Context: an optimization exercise on an open-source flow, tuned for small area and a short achievable clock period. The choices shown serve that exercise and are no tape-out recipe.
Only simulation tests tie the RTL to the original design; equivalence was not proved.
Power figures rest on the tool's default switching activity, not on a simulated workload.

## design.v

```verilog
`timescale 1ns / 1ps
module DualPortRAM #(
   parameter      DATA_W   = 16,
   parameter      ADDR_W   = 8,
   parameter      MEM_SIZE = 256
)(
   input  wire    clk,
   input  wire    rst,
   input  wire    i_wr_en,
   input  wire    i_rd_en,
   input  wire[ADDR_W-1:0] i_wr_addr,
   input  wire[ADDR_W-1:0] i_rd_addr,
   input  wire[DATA_W-1:0] i_data,
   output wire[DATA_W-1:0] o_data
);
(* ram_style = "auto" *) reg [DATA_W-1:0] memory [0:MEM_SIZE-1];
reg [ADDR_W-1:0] rd_addr_reg;
integer i;
assign o_data = memory[rd_addr_reg];
always @(posedge clk or negedge rst) begin
   if (!rst) begin
      for (i=0; i<MEM_SIZE; i=i+1) begin
         memory[i]      <= {DATA_W{1'b0}};
      end
   end
   else if (i_wr_en) begin
      memory[i_wr_addr] <= i_data;
   end
end
always @(posedge clk or negedge rst) begin
   if (!rst) begin
      rd_addr_reg <= {ADDR_W{1'b0}};
   end
   else if (i_rd_en) begin
      rd_addr_reg <= i_rd_addr;
   end
end
endmodule
`timescale 1ns / 1ps
module FIFO_DPRAM #(
   parameter      DATA_W      = 16,
   parameter      FIFO_DEPTH  = 64
)(
   input  wire    clk,
   input  wire    rst,
   input  wire    i_wr_en,
   input  wire    i_rd_en,
   output wire    o_empty,
   output wire    o_full,
   input  wire[DATA_W-1:0] i_data,
   output wire[DATA_W-1:0] o_data
);
localparam ADDR_W = $clog2(FIFO_DEPTH);
reg[ADDR_W-1:0] wr_ptr;
reg[ADDR_W-1:0] rd_ptr;
reg looped;
reg empty;
reg full;
wire wr_acc;
wire rd_acc;
wire wr_wrap;
wire rd_wrap;
wire looped_nxt;
wire[ADDR_W-1:0] wr_ptr_nxt;
wire[ADDR_W-1:0] rd_ptr_nxt;
assign o_empty = empty;
assign o_full  = full;
assign wr_acc  = i_wr_en && !full;
assign rd_acc  = i_rd_en && (!empty || wr_acc);
assign wr_wrap = wr_acc && (wr_ptr == FIFO_DEPTH -1);
assign rd_wrap = rd_acc && (rd_ptr == FIFO_DEPTH -1);
assign wr_ptr_nxt = !wr_acc ? wr_ptr :
                    (wr_ptr == FIFO_DEPTH -1) ? {ADDR_W{1'b0}} : wr_ptr +1'b1;
assign rd_ptr_nxt = !rd_acc ? rd_ptr :
                    (rd_ptr == FIFO_DEPTH -1) ? {ADDR_W{1'b0}} : rd_ptr +1'b1;
assign looped_nxt = looped ^ wr_wrap ^ rd_wrap;
always @(posedge clk or negedge rst) begin
   if (!rst) begin
      wr_ptr            <= {ADDR_W{1'b0}};
      rd_ptr            <= {ADDR_W{1'b0}};
      looped            <= 1'b0;
      full              <= 1'b0;
      empty             <= 1'b1;
   end
   else begin
      wr_ptr            <= wr_ptr_nxt;
      rd_ptr            <= rd_ptr_nxt;
      looped            <= looped_nxt;
      full              <= looped_nxt && (wr_ptr_nxt == rd_ptr_nxt);
      empty             <= !looped_nxt && (wr_ptr_nxt == rd_ptr_nxt);
   end
end
DualPortRAM #(
   .DATA_W(DATA_W),
   .ADDR_W(ADDR_W),
   .MEM_SIZE(FIFO_DEPTH))
DualPortRAM (
   .clk(clk),
   .rst(rst),
   .i_wr_en(wr_acc),
   .i_rd_en(i_rd_en),
   .i_wr_addr(wr_ptr),
   .i_rd_addr(rd_ptr),
   .i_data(i_data),
   .o_data(o_data)
);
endmodule
```

## run.sh

```bash
#!/bin/bash
# synth_recipe.tcl (not shown) runs the flow's synth.tcl, then flattens the netlist and writes it again
# the make line also repeats each setting of config.mk as NAME=value (left out here)
make -C /OpenROAD-flow-scripts/flow DESIGN_CONFIG=/design/flow/config.mk WORK_HOME=/design/flow/orfs CLKGATE_MAP_FILE= SYNTH_SCRIPT=/design/flow/synth_recipe.tcl finish
```

## config.mk

```make
export PLATFORM = sky130hd
export DESIGN_NAME = FIFO_DPRAM
export DESIGN_NICKNAME = FIFO_DPRAM
export VERILOG_FILES = /design/flow/design.v
export SDC_FILE = /design/flow/constraint.sdc
export NUM_CORES = 4
export LEC_CHECK = 0
export CAP_MARGIN = 20
export CORE_MARGIN = 2
export CORE_UTILIZATION = 35
export SLEW_MARGIN = 20
```

## constraint.sdc

```tcl
create_clock -name core_clock -period 8.0 [get_ports {clk}]
set_input_delay 1.6000 -clock core_clock [delete_from_list [all_inputs] [get_ports {clk}]]
set_output_delay 1.6000 -clock core_clock [all_outputs]
set_load 0.01 [all_outputs]
```

==> impl_table.tex, run 1 <==
\begin{tabular}{lr}
\hline
Metric & Value \\
\hline
\multicolumn{2}{l}{\textbf{STA}} \\
Final period utilization & about nine tenths \\
Highest attainable clock frequency & 140.8 MHz \\
Sum of negative setup slack & 0 ns \\
Transition at the pin with the smallest max-transition slack & around 1.3 ns \\
Maximum clock skew at final layout & around 0.014 ns \\
Period minus WS final & 7.104 ns \\
Max-slew violation total from the final report & 0 \\
Final setup margin & approximately 0.9 ns \\
Relative slew slack & 11.45\% \\
Endpoints failing hold & 0 \\
Worst hold slack across all endpoints & 0.4997 ns \\
Final setup violating endpoints & 0 \\
Unrepaired setup endpoints after global routing & no \\
\multicolumn{2}{l}{\textbf{Logic synthesis}} \\
Dominant cell by count in the synthesized netlist & sky130\_fd\_sc\_hd\_\_dfrtp\_1 \\
Synthesized instance count & roughly 3400 \\
Post-synthesis cell area & 46160 um2 \\
Count of distinct cell types in the synthesized netlist & 68 \\
Sequential area share after synthesis & $\sim$57\% \\
Most common flop cell mapped by yosys & sky130\_fd\_sc\_hd\_\_dfrtp\_1 \\
Number of enable flip-flop cells after synthesis & 0 \\
Portion of synthesized cell area occupied by the leading cell type & 56.60\% \\
Warnings from Yosys & 3 \\
Post-Synthesis Net Count & 3467 \\
Mapped Avg Cell Area & 13.41 um2 \\
Ranking of synthesized cells by area & sky130\_fd\_sc\_hd\_\_dfrtp\_1 (57\%), sky130\_fd\_sc\_hd\_\_mux2\_2 (25\%), sky130\_fd\_sc\_hd\_\_a22oi\_1 (6.1\%) \\
Synthesized flop and latch total & approximately 1000 \\
Top cell types by occurrence after synthesis & sky130\_fd\_sc\_hd\_\_dfrtp\_1 (1044), sky130\_fd\_sc\_hd\_\_mux2\_2 (1042), sky130\_fd\_sc\_hd\_\_a22oi\_1 (378), sky130\_fd\_sc\_hd\_\_clkbuf\_1 (239), sky130\_fd\_sc\_hd\_\_nor2\_1 (105) \\
Share of synthesized flip-flops with an asynchronous set or reset & 100.0\% \\
Post-synthesis cell type with the largest combined area & sky130\_fd\_sc\_hd\_\_dfrtp\_1 \\
\multicolumn{2}{l}{\textbf{Place}} \\
Half-perimeter wire length after detailed placement & 123300 um \\
Post-placement cell area & 49110 um2 \\
Pre-CTS setup slack & $\sim$1.9 ns \\
Gp weighted congestion & 0.9424 \\
Cell total after placement & about 5100 \\
Input/output buffers & 37 \\
\multicolumn{2}{l}{\textbf{Worst setup path}} \\
CP max stage delay & 1.03 ns \\
Worst endpoint required time & 6.40 ns \\
Type of element capturing the critical path & primary output \\
CP startpoint & DualPortRAM.rd\_addr\_reg[0]\$\_DFFE\_PN0P\_ \\
Internal reg-to-reg setup slack & 4.10 ns \\
CP endpoint & o\_data[15] \\
Top fanout value on the critical path & 30 \\
Reg2Reg Launch Point & full\$\_DFF\_PN0\_ \\
Category of the worst setup path launch point & flop \\
Critical Path Slowest Stage Cell & sky130\_fd\_sc\_hd\_\_dfrtp\_1 \\
Setup Crit Path Kind & flop to primary output \\
Endpoint of the lowest-slack register-to-register path & DualPortRAM.memory[25][1]\$\_DFFE\_PN0P\_ \\
Worst-path cell chain & and4\_1 -> and2\_0 -> buf\_4 -> a22oi\_1 -> nand2\_1 -> nor3\_1 -> a31oi\_1 -> clkdlybuf4s50\_1 \\
Worst Path Arrival & 5.50 ns \\
Path depth of the worst reg2reg path & 5 \\
\multicolumn{2}{l}{\textbf{Clock network}} \\
Clock transition at the register clock pins on the worst setup and hold paths after CTS & $\sim$0.070 ns \\
TritonCTS buffer count & 110 \\
Clock latency of the later-clocked register in the worst-skew pair & between 0.7 and 0.8 ns \\
Number of post-CTS setup repair buffers & 0 \\
Maximum clock path buffer count & 3 \\
Cell at the root of the clock tree & sky130\_fd\_sc\_hd\_\_clkbuf\_16 \\
Hold-fix buffers, CTS & 0 \\
H-tree depth & 3 \\
Clock tree from TritonCTS & built \\
Clock Sink Count & 1045 \\
Number of instances resized during post-cts repair & 0 \\
\multicolumn{2}{l}{\textbf{Detailed routing}} \\
Wire length on met3 & $\sim$24000 um \\
Metal-1 WL & 77930 um \\
Drt pass-1 iters & 6 \\
ANT nets after route & 0 \\
Total Wirelength & 200000 um \\
Via count of the routed design & about 34000 \\
Highest signal layer in the routed design & met5 \\
Drt wl/cell & 37.68 um \\
Vias per std cell & approximately 6.4 \\
\# DRC & 0 \\
Detailed route wirelength on metal2 & 83530 um \\
Detailed Route Iter0 Violations & 4439 \\
\multicolumn{2}{l}{\textbf{Job}} \\
Number of maximum-capacitance constraint violations & 0 \\
\multicolumn{2}{l}{\textbf{Die}} \\
Height of the chip & roughly 370 um \\
Initial core utilization & 35.20\% \\
Die ar. & about 130000 um2 \\
Floorplan row count & 133 \\
Io pins & 38 \\
Placeable Area & 131100 um2 \\
Horiz. Die Dim & 367.2 um \\
\multicolumn{2}{l}{\textbf{Cells and area}} \\
Area growth from synthesis to final layout & 14.71\% \\
Largest register by flop count & DualPortRAM.memory \\
Number of flip-flops in the largest register & 1024 \\
Final Core Density & 40.38\% \\
Count of filler cells inserted in the layout & 12380 \\
Number of non-filler instances in the completed layout & about 5300 \\
Ratio of cells with drive above 1 in the final layout & 42.58\% \\
Final instance area & 52950 um2 \\
Nets & $\sim$3500 \\
\multicolumn{2}{l}{\textbf{Pwr}} \\
Largest vdd supply drop & 0.2035 mV \\
Pwr/cell area & 338.6 nW/um2 \\
Overall power consumption & approximately 18 mW \\
Leakage & 24.48 nW \\
\multicolumn{2}{l}{\textbf{GRT}} \\
Largest net degree at the start of global routing & $\sim$160 \\
Global-route wire length before repair & 274000 um \\
Grt total ovfl & 0 \\
Total GRT Usage & 29.12\% \\
Vias in the first global route & between 30000 and 40000 \\
Number of antenna violations at the first check in global routing & 11 \\
\multicolumn{2}{l}{\textbf{Run status}} \\
Outcome & timing/DRC/antenna clean \\
\multicolumn{2}{l}{\textbf{Worst hold path}} \\
Class of the tightest hold or removal check & flop to flop \\
\hline
\end{tabular}
==> where the power goes <==
group          leakage (nW)  total [mW]  switching [mW]  internal, mW
combinational          8.62        4.28            2.28          2.01
clock                  1.88        5.42            2.26          3.17
sequential             14.0        8.22            1.11          7.11
==> cells in the final DEF (no fill, tap or decap), types with 7 or more instances in the layout <==
cell                              instances
sky130_fd_sc_hd__dfrtp_1               1044
sky130_fd_sc_hd__nor2_1                  38
sky130_fd_sc_hd__and2_1                  21
sky130_fd_sc_hd__or4_1                    7
sky130_fd_sc_hd__buf_4                  158
sky130_fd_sc_hd__mux2i_1                 16
sky130_fd_sc_hd__nor2_4                  16
sky130_fd_sc_hd__xnor2_1                  8
sky130_fd_sc_hd__nand4_1                 73
sky130_fd_sc_hd__clkbuf_8                29
sky130_fd_sc_hd__nor3_1                  12
sky130_fd_sc_hd__nor2_2                  51
sky130_fd_sc_hd__nand3_1                 46
sky130_fd_sc_hd__clkbuf_16              112
sky130_fd_sc_hd__nor4_1                  21
sky130_fd_sc_hd__inv_1                    7
sky130_fd_sc_hd__buf_2                   15
sky130_fd_sc_hd__clkbuf_1                24
sky130_fd_sc_hd__a22oi_1                378
sky130_fd_sc_hd__a22o_1                  24
sky130_fd_sc_hd__clkinv_2                20
sky130_fd_sc_hd__clkdlybuf4s50_1         20
sky130_fd_sc_hd__o21ai_0                  7
sky130_fd_sc_hd__buf_12                   7
sky130_fd_sc_hd__a221oi_1                11
sky130_fd_sc_hd__and3_1                  79
sky130_fd_sc_hd__a21oi_1                 30
sky130_fd_sc_hd__bufinv_16               10
sky130_fd_sc_hd__and2_2                   7
sky130_fd_sc_hd__nand2_1                 52
sky130_fd_sc_hd__mux2_2                1042
sky130_fd_sc_hd__diode_2                  7
sky130_fd_sc_hd__a2111oi_0               16
==> worst min-delay path by stage <==
stage                                                      start                                      to  slack [ns]  depth (start not counted)
after floorplan            DualPortRAM.memory[48][2]$_DFFE_PN0P_   DualPortRAM.memory[48][2]$_DFFE_PN0P_        0.47                          1
after global placement     DualPortRAM.memory[48][2]$_DFFE_PN0P_   DualPortRAM.memory[48][2]$_DFFE_PN0P_        0.48                          1
after detailed placement  DualPortRAM.memory[33][13]$_DFFE_PN0P_  DualPortRAM.memory[33][13]$_DFFE_PN0P_        0.48                          1
after CTS                 DualPortRAM.memory[33][13]$_DFFE_PN0P_  DualPortRAM.memory[33][13]$_DFFE_PN0P_        0.50                          1
after global routing       DualPortRAM.memory[24][6]$_DFFE_PN0P_   DualPortRAM.memory[24][6]$_DFFE_PN0P_        0.51                          1
final                      DualPortRAM.memory[52][9]$_DFFE_PN0P_   DualPortRAM.memory[52][9]$_DFFE_PN0P_        0.50                          1
==> area by class of cell <==
class | count | area, um2 | share of cell area [%]
antenna | 7 | 17.52 | 0.03308
clock buffer | 165 | 3292 | 6.217
clock inverter | 39 | 523.0 | 0.9878
inverter | 7 | 26.28 | 0.04963
multi-input combinational | 2086 | 19100 | 36.07
sequential | 1045 | 26150 | 49.39
tap | 1755 | 2196 | 4.147
timing repair buffer | 204 | 1643 | 3.103
==> worst max-delay path, delay by kind of cell (launching register included) <==
| family | cells | cell delay [ns] |
|---|---|---|
| buffers and inverters | 2 | 1.10 |
| AO/OA/AOI/OAI | 2 | 0.69 |
| AND/OR/NAND/NOR | 4 | 1.94 |
| flip-flops | 1 | 1.03 |
==> layer usage <==
layer  track usage [%]  vias up
met5                 0        -
met4             17.84       12
met3             9.269      649
met2             41.33     2418
met1             38.55    17970
li1                  -    12880
==> cell families after synthesis <==
family          count (synthesis)  share of synthesized area [%]
compound gates                521                          8.601
flops                        1045                          56.66
mux                          1058                          25.77
buf+inv                       311                          2.759
xor+xnor                       11                         0.2087
fa+ha+maj                       5                         0.1355
simple gates                  491                          5.871
==> inputs of run 2 (changes only) <==
==> design.v (replaced) <==
`timescale 1ns / 1ps
module DualPortRAM #(
   parameter      DATA_W   = 16,
   parameter      ADDR_W   = 6,
   parameter      MEM_SIZE = 64
)(
   input  wire    clk,
   input  wire    i_wr_en,
   input  wire[ADDR_W-1:0] i_wr_addr,
   input  wire[ADDR_W-1:0] i_rd_addr,
   input  wire[DATA_W-1:0] i_data,
   output reg [DATA_W-1:0] o_data
);
reg [DATA_W*MEM_SIZE-1:0] memory;
genvar k;
generate
   for (k = 0; k < MEM_SIZE; k = k + 1) begin : g_word
      always @(posedge clk) begin
         if (i_wr_en && (i_wr_addr == k))
            memory[k*DATA_W +: DATA_W] <= i_data;
      end
   end
endgenerate
integer i;
always @(*) begin
   o_data = {DATA_W{1'b0}};
   for (i = 0; i < MEM_SIZE; i = i + 1)
      o_data = o_data | ({DATA_W{i_rd_addr == i}} & memory[i*DATA_W +: DATA_W]);
end
endmodule
`timescale 1ns / 1ps
module FIFO_DPRAM #(
   parameter      DATA_W      = 16,
   parameter      FIFO_DEPTH  = 64
)(
   input  wire    clk,
   input  wire    rst,
   input  wire    i_wr_en,
   input  wire    i_rd_en,
   output wire    o_empty,
   output wire    o_full,
   input  wire[DATA_W-1:0] i_data,
   output wire[DATA_W-1:0] o_data
);
localparam ADDR_W = $clog2(FIFO_DEPTH);
reg[ADDR_W-1:0] wr_ptr;
reg[ADDR_W-1:0] rd_ptr;
reg empty;
reg full;
reg[DATA_W-1:0] data_out;
wire[DATA_W-1:0] ram_data;
wire wr_acc;
wire rd_acc;
wire inc;
wire dec;
wire one;
wire almost_full;
assign o_empty = empty;
assign o_full  = full;
assign o_data  = data_out;
assign wr_acc  = i_wr_en && !full;
assign rd_acc  = i_rd_en && (!empty || i_wr_en);
assign inc     = wr_acc && !rd_acc;
assign dec     = rd_acc && !wr_acc;
assign one         = (wr_ptr == rd_ptr + 1'b1);
assign almost_full = (rd_ptr == wr_ptr + 1'b1);
always @(posedge clk or negedge rst) begin
   if (!rst) begin
      wr_ptr            <= {ADDR_W{1'b0}};
      rd_ptr            <= {ADDR_W{1'b0}};
      full              <= 1'b0;
      empty             <= 1'b1;
   end
   else begin
      if (wr_acc)
         wr_ptr         <= wr_ptr + 1'b1;
      if (rd_acc)
         rd_ptr         <= rd_ptr + 1'b1;
      if (inc)
         empty          <= 1'b0;
      else if (dec)
         empty          <= one;
      if (dec)
         full           <= 1'b0;
      else if (inc)
         full           <= almost_full;
   end
end
always @(posedge clk) begin
   data_out <= empty ? i_data : ram_data;
end
DualPortRAM #(
   .DATA_W(DATA_W),
   .ADDR_W(ADDR_W),
   .MEM_SIZE(FIFO_DEPTH))
DualPortRAM (
   .clk(clk),
   .i_wr_en(!full),
   .i_wr_addr(wr_ptr),
   .i_rd_addr(rd_ptr),
   .i_data(i_data),
   .o_data(ram_data)
);
endmodule
==> run 2 against run 1 <==
  * Still clean
  * Global-route usage fell by 0.36 points
  * Clock skew grew 0.014 ns
  * Flip-flop and latch count increased by 9
  * Final area fell by 13%
  * Combinational power decreased by 16%
  * Critical path depth decreased by 6
  * Via count is 22% lower
  * Register-to-register slack got worse by 0.36 ns
  * Sequential share of layout area grew 19 points
  * Worst hold slack improved by 0.10 ns
  * Setup slack gained 2.8 ns
  * Final cell count decreased by 24%
  * Largest cell class unchanged
  * Highest routed layer unchanged
==> impl_table.tex, run 2 <==
\begin{tabular}{lr}
\hline
Metric & Value \\
\hline
\multicolumn{2}{l}{\textbf{Clock network}} \\
Cell at the root of the clock tree & sky130\_fd\_sc\_hd\_\_clkbuf\_16 (unchanged) \\
Hold-fix buffers, CTS & 0 (unchanged) \\
Clock latency of the later-clocked register in the worst-skew pair & 0.71 ns (about the same) \\
Clock tree from TritonCTS & built (unchanged) \\
Number of instances resized during post-cts repair & 0 (unchanged) \\
Clock transition at the register clock pins on the worst setup and hold paths after CTS & 0.06 ns (was 0.07 ns) \\
Number of post-CTS setup repair buffers & 0 (unchanged) \\
TritonCTS buffer count & 107 (was 110) \\
Clock Sink Count & 1054 (was 1045) \\
Maximum clock path buffer count & 3 (unchanged) \\
H-tree depth & 3 (unchanged) \\
\multicolumn{2}{l}{\textbf{Place}} \\
Cell total after placement & 3812 (was 5097) \\
Gp weighted congestion & 1.021 (was 0.9424) \\
Input/output buffers & 37 (unchanged) \\
Half-perimeter wire length after detailed placement & 99830 um (was 123300 um) \\
\multicolumn{2}{l}{\textbf{Cells and area}} \\
Area growth from synthesis to final layout & 16.92\% (was 14.71\%) \\
Ratio of cells with drive above 1 in the final layout & 16.84\% (was 42.58\%) \\
Registers with the most flip-flops & DualPortRAM.memory: 1024 flops, data\_out: 16 flops \\
Most frequent cells in the layout & sky130\_fd\_sc\_hd\_\_edfxtp\_1 (1024), sky130\_fd\_sc\_hd\_\_a22oi\_1 (374), sky130\_fd\_sc\_hd\_\_buf\_4 (125), sky130\_fd\_sc\_hd\_\_clkbuf\_16 (108), sky130\_fd\_sc\_hd\_\_nand2\_1 (88) (was sky130\_fd\_sc\_hd\_\_dfrtp\_1 (1044), sky130\_fd\_sc\_hd\_\_mux2\_2 (1042), sky130\_fd\_sc\_hd\_\_a22oi\_1 (378), sky130\_fd\_sc\_hd\_\_buf\_4 (158), sky130\_fd\_sc\_hd\_\_clkbuf\_16 (112)) \\
Most common cell after layout, fill and taps aside & sky130\_fd\_sc\_hd\_\_edfxtp\_1 (was sky130\_fd\_sc\_hd\_\_dfrtp\_1) \\
Number of flip-flops in the largest register & 1024 (unchanged) \\
Nets & 2468 (was 3479) \\
Largest register by flop count & DualPortRAM.memory (unchanged) \\
Number of non-filler instances in the completed layout & 4026 (was 5308) \\
\multicolumn{2}{l}{\textbf{STA}} \\
Maximum clock skew at final layout & 0.02852 ns (was 0.01402 ns) \\
Worst hold slack across all endpoints & 0.6026 ns (was 0.4997 ns) \\
Highest attainable clock frequency & 233.7 MHz (was 140.8 MHz) \\
Endpoints failing hold & 0 (unchanged) \\
Final period utilization & 53.49\% (was 88.80\%) \\
Sum of negative setup slack & 0 ns (unchanged) \\
Transition at the pin with the smallest max-transition slack & 1.283 ns (was 1.325 ns) \\
Relative slew slack & 14.38\% (was 11.45\%) \\
Period minus WS final & 4.279 ns (was 7.104 ns) \\
Unrepaired setup endpoints after global routing & no (unchanged) \\
Final setup violating endpoints & 0 (unchanged) \\
Max-slew violation total from the final report & 0 (unchanged) \\
\multicolumn{2}{l}{\textbf{Worst setup path}} \\
Worst-path cell chain & buf\_4 -> clkdlybuf4s50\_1 (was and4\_1 -> and2\_0 -> buf\_4 -> a22oi\_1 -> nand2\_1 -> nor3\_1 -> a31oi\_1 -> clkdlybuf4s50\_1) \\
Worst endpoint required time & 6.40 ns (about the same) \\
Setup Crit Path Kind & flop to primary output (unchanged) \\
Worst Path Arrival & 2.68 ns (was 5.50 ns) \\
CP max stage delay & 0.79 ns (was 1.03 ns) \\
Top fanout value on the critical path & 22 (was 30) \\
Type of element capturing the critical path & primary output (unchanged) \\
Critical Path Slowest Stage Cell & sky130\_fd\_sc\_hd\_\_dfstp\_2 (was sky130\_fd\_sc\_hd\_\_dfrtp\_1) \\
WP buf/inv & 2 (unchanged) \\
Category of the worst setup path launch point & flop (unchanged) \\
Crit-path leading delay family & buffers and inverters (was simple AND/OR/NAND/NOR gates) \\
\multicolumn{2}{l}{\textbf{Logic synthesis}} \\
Count of distinct cell types in the synthesized netlist & 64 (was 68) \\
Warnings from Yosys & 2 (was 3) \\
Synthesized instance count & 2279 (was 3442) \\
Ranking of synthesized cells by area & sky130\_fd\_sc\_hd\_\_edfxtp\_1 (78\%), sky130\_fd\_sc\_hd\_\_a22oi\_1 (7.1\%), sky130\_fd\_sc\_hd\_\_nor2\_1 (1.4\%) (was sky130\_fd\_sc\_hd\_\_dfrtp\_1 (57\%), sky130\_fd\_sc\_hd\_\_mux2\_2 (25\%), sky130\_fd\_sc\_hd\_\_a22oi\_1 (6.1\%)) \\
Top cell types by occurrence after synthesis & sky130\_fd\_sc\_hd\_\_edfxtp\_1 (1024), sky130\_fd\_sc\_hd\_\_a22oi\_1 (374), sky130\_fd\_sc\_hd\_\_nor2\_1 (142), sky130\_fd\_sc\_hd\_\_nand2\_1 (88), sky130\_fd\_sc\_hd\_\_clkbuf\_1 (83) (was sky130\_fd\_sc\_hd\_\_dfrtp\_1 (1044), sky130\_fd\_sc\_hd\_\_mux2\_2 (1042), sky130\_fd\_sc\_hd\_\_a22oi\_1 (378), sky130\_fd\_sc\_hd\_\_clkbuf\_1 (239), sky130\_fd\_sc\_hd\_\_nor2\_1 (105)) \\
Post-Synthesis Net Count & 2309 (was 3467) \\
Synthesized flop and latch total & 1054 (was 1045) \\
Mapped Avg Cell Area & 17.23 um2 (was 13.41 um2) \\
Number of enable flip-flop cells after synthesis & 1024 (was 0) \\
Most common flop cell mapped by yosys & sky130\_fd\_sc\_hd\_\_edfxtp\_1 (was sky130\_fd\_sc\_hd\_\_dfrtp\_1) \\
Dominant cell by count in the synthesized netlist & sky130\_fd\_sc\_hd\_\_edfxtp\_1 (was sky130\_fd\_sc\_hd\_\_dfrtp\_1) \\
Sequential area share after synthesis & 80.00\% (was 56.66\%) \\
Share of synthesized flip-flops with an asynchronous set or reset & 1.328\% (was 100.0\%) \\
Portion of synthesized cell area occupied by the leading cell type & 78.29\% (was 56.60\%) \\
Post-synthesis cell area & 39280 um2 (was 46160 um2) \\
Post-synthesis cell type with the largest combined area & sky130\_fd\_sc\_hd\_\_edfxtp\_1 (was sky130\_fd\_sc\_hd\_\_dfrtp\_1) \\
\multicolumn{2}{l}{\textbf{Job}} \\
Number of maximum-capacitance constraint violations & 0 (unchanged) \\
\multicolumn{2}{l}{\textbf{Pwr}} \\
Part of the power in combinational logic & 23.3\% (was 23.9\%) \\
Net switching fraction of the power & 33.03\% (was 31.50\%) \\
Switching power summed over all nets & 5.070 mW (was 5.648 mW) \\
Overall power consumption & 15.35 mW (was 17.93 mW) \\
Proportion of power drawn by flip-flops and latches & 43.9\% (was 45.9\%) \\
Cell internal power dissipation & 10.28 mW (was 12.28 mW) \\
Leakage & 14.66 nW (was 24.48 nW) \\
Clock share of power & 32.8\% (was 30.2\%) \\
Pwr/cell area & 334.3 nW/um2 (was 338.6 nW/um2) \\
Largest vdd supply drop & 0.2041 mV (was 0.2035 mV) \\
\multicolumn{2}{l}{\textbf{Detailed routing}} \\
Total Wirelength & 168900 um (was 200000 um) \\
Drt pass-1 iters & 8 (was 6) \\
Drt wl/cell & 41.95 um (was 37.68 um) \\
Vias per std cell & 6.585 (was 6.393) \\
ANT nets after route & 0 (unchanged) \\
Detailed Route Iter0 Violations & 6267 (was 4439) \\
\# DRC & 0 (unchanged) \\
Via count of the routed design & 26510 (was 33930) \\
\multicolumn{2}{l}{\textbf{GRT}} \\
Total GRT Usage & 28.76\% (was 29.12\%) \\
Largest net degree at the start of global routing & 66 (was 163) \\
Grt total ovfl & 0 (unchanged) \\
Vias in the first global route & 24530 (was 32620) \\
Number of antenna violations at the first check in global routing & 14 (was 11) \\
Global-route wire length before repair & 222800 um (was 274000 um) \\
\multicolumn{2}{l}{\textbf{Die}} \\
Die ar. & 114900 um2 (was 134800 um2) \\
Horiz. Die Dim & 339.0 um (was 367.2 um) \\
Initial core utilization & 35.39\% (was 35.20\%) \\
Io pins & 38 (unchanged) \\
Placeable Area & 111000 um2 (was 131100 um2) \\
Height of the chip & 339.0 um (was 367.2 um) \\
Floorplan row count & 122 (was 133) \\
\multicolumn{2}{l}{\textbf{Run status}} \\
Outcome & timing/DRC/antenna clean (unchanged) \\
\multicolumn{2}{l}{\textbf{Worst hold path}} \\
Class of the tightest hold or removal check & flop to flop (unchanged) \\
\hline
\end{tabular}
[run 2: logic make-up (layout without fill, tap and decap cells)]
family | count (synthesis) | count (layout) | synth area share [%]
flip-flops | 1054 | 1054 | 80.00
AO/OA/AOI/OAI | 516 | 516 | 10.12
AND/OR/NAND/NOR | 508 | 508 | 6.715
buffers and inverters | 139 | 390 | 1.561
multiplexers | 30 | 30 | 0.7964
XOR/XNOR | 22 | 22 | 0.4906
adder cells (fa/ha/maj) | 10 | 10 | 0.3186
other | 0 | 8 | 0
[run 2: metrics by stage]
| step | setup slack (ns) | util (%) | area, um2 |
|---|---|---|---|
| floorplan | 5.184 | - | 39280 |
| global placement | 3.694 | 38.08 | 42250 |
| detailed placement | 4.006 | 38.13 | 42310 |
| CTS | 3.797 | 41.27 | 45800 |
| global route | 3.778 | 41.36 | 45900 |
| finish | 3.721 | 41.38 | 45920 |
[run 2: final cells by class]
cell class,instances,area [um2]
clock buffers,137,2872
multi-input cells,1086,7707
inverters,20,75.07
clock inverters,64,618.1
repair buffers,169,1343
flip-flops and latches,1054,31430
fillers,9832,65050
diodes,8,20.02
well taps,1488,1862
[run 2: worst register-to-register path: cells and delay by family, from the launching register on]
kind | cells | cell delay (ns)
AO/OA/AOI/OAI | 2 | 1.29
buffers and inverters | 2 | 0.74
flip-flops | 1 | 0.34
AND/OR/NAND/NOR | 4 | 1.74
[run 2: power by group through the flow]
| stage | combinational [mW] | sequential [mW] | clock, mW |
|---|---|---|---|
| final | 3.58 | 6.75 | 5.03 |
| after detailed placement | 3.35 | 6.86 | 0 |
| after global routing | 3.55 | 6.78 | 5.21 |
| after global placement | 3.32 | 6.85 | 0 |
| after CTS | 3.35 | 6.75 | 5.00 |
| after floorplan | 1.53 | 6.77 | 0 |
[run 2: worst paths after layout]
| check | start | endpoint | slack [ns] | cells past startpoint |
|---|---|---|---|---|
| worst min-delay path | wr_ptr[4]$_DFFE_PN0P_ | wr_ptr[4]$_DFFE_PN0P_ | 0.60 | 1 |
| max in group asynchronous | rst | rd_ptr[3]$_DFFE_PN0P_ | 6.16 | 1 |
| worst max-delay path | empty$_DFFE_PN1P_ | o_empty | 3.72 | 2 |
| worst min register to register | wr_ptr[4]$_DFFE_PN0P_ | wr_ptr[4]$_DFFE_PN0P_ | 0.60 | 1 |
| worst max register to register | rd_ptr[2]$_DFFE_PN0P_ | data_out[9]$_DFF_P_ | 3.74 | 8 |
| min in group asynchronous | rst | full$_DFFE_PN0P_ | 1.34 | 1 |
[run 2: routing by layer]
layer,GRT usage (%),routed length [um],up-vias
met4,18.87,13780,10
met3,11.26,28510,655
li1,-,-,9691
met2,41.13,70290,2843
met5,0,83,-
met1,36.12,56250,13310

[re-timing with driven ports]
Ports are ideal in the flow. The routed layouts listed here were re-timed in OpenROAD.
Step 1: set_driving_cell puts a clkbuf_16 on clk and a buf_2 on each other input, an assumption about the parent block.
Step 2 adds t to the input delays and takes it off the output delays; t is the mean of the earliest and latest rising clock arrival at the registers after step 1. Input paths then give back, and output paths get back, about the clock's delay inside the block.
Slacks: ideal ports / drivers / drivers and shift; pairs: ideal ports / drivers.
run | t, ns | setup WS [ns] | slew at the worst register clock pin (ns)
run 1 | 0.784 | 0.896 / 0.817 / 1.600 | 0.07 / 0.07
run 2 | 0.762 | 3.721 / 3.648 / 3.739 | 0.07 / 0.07
After both steps setup and hold are still met in every run listed.
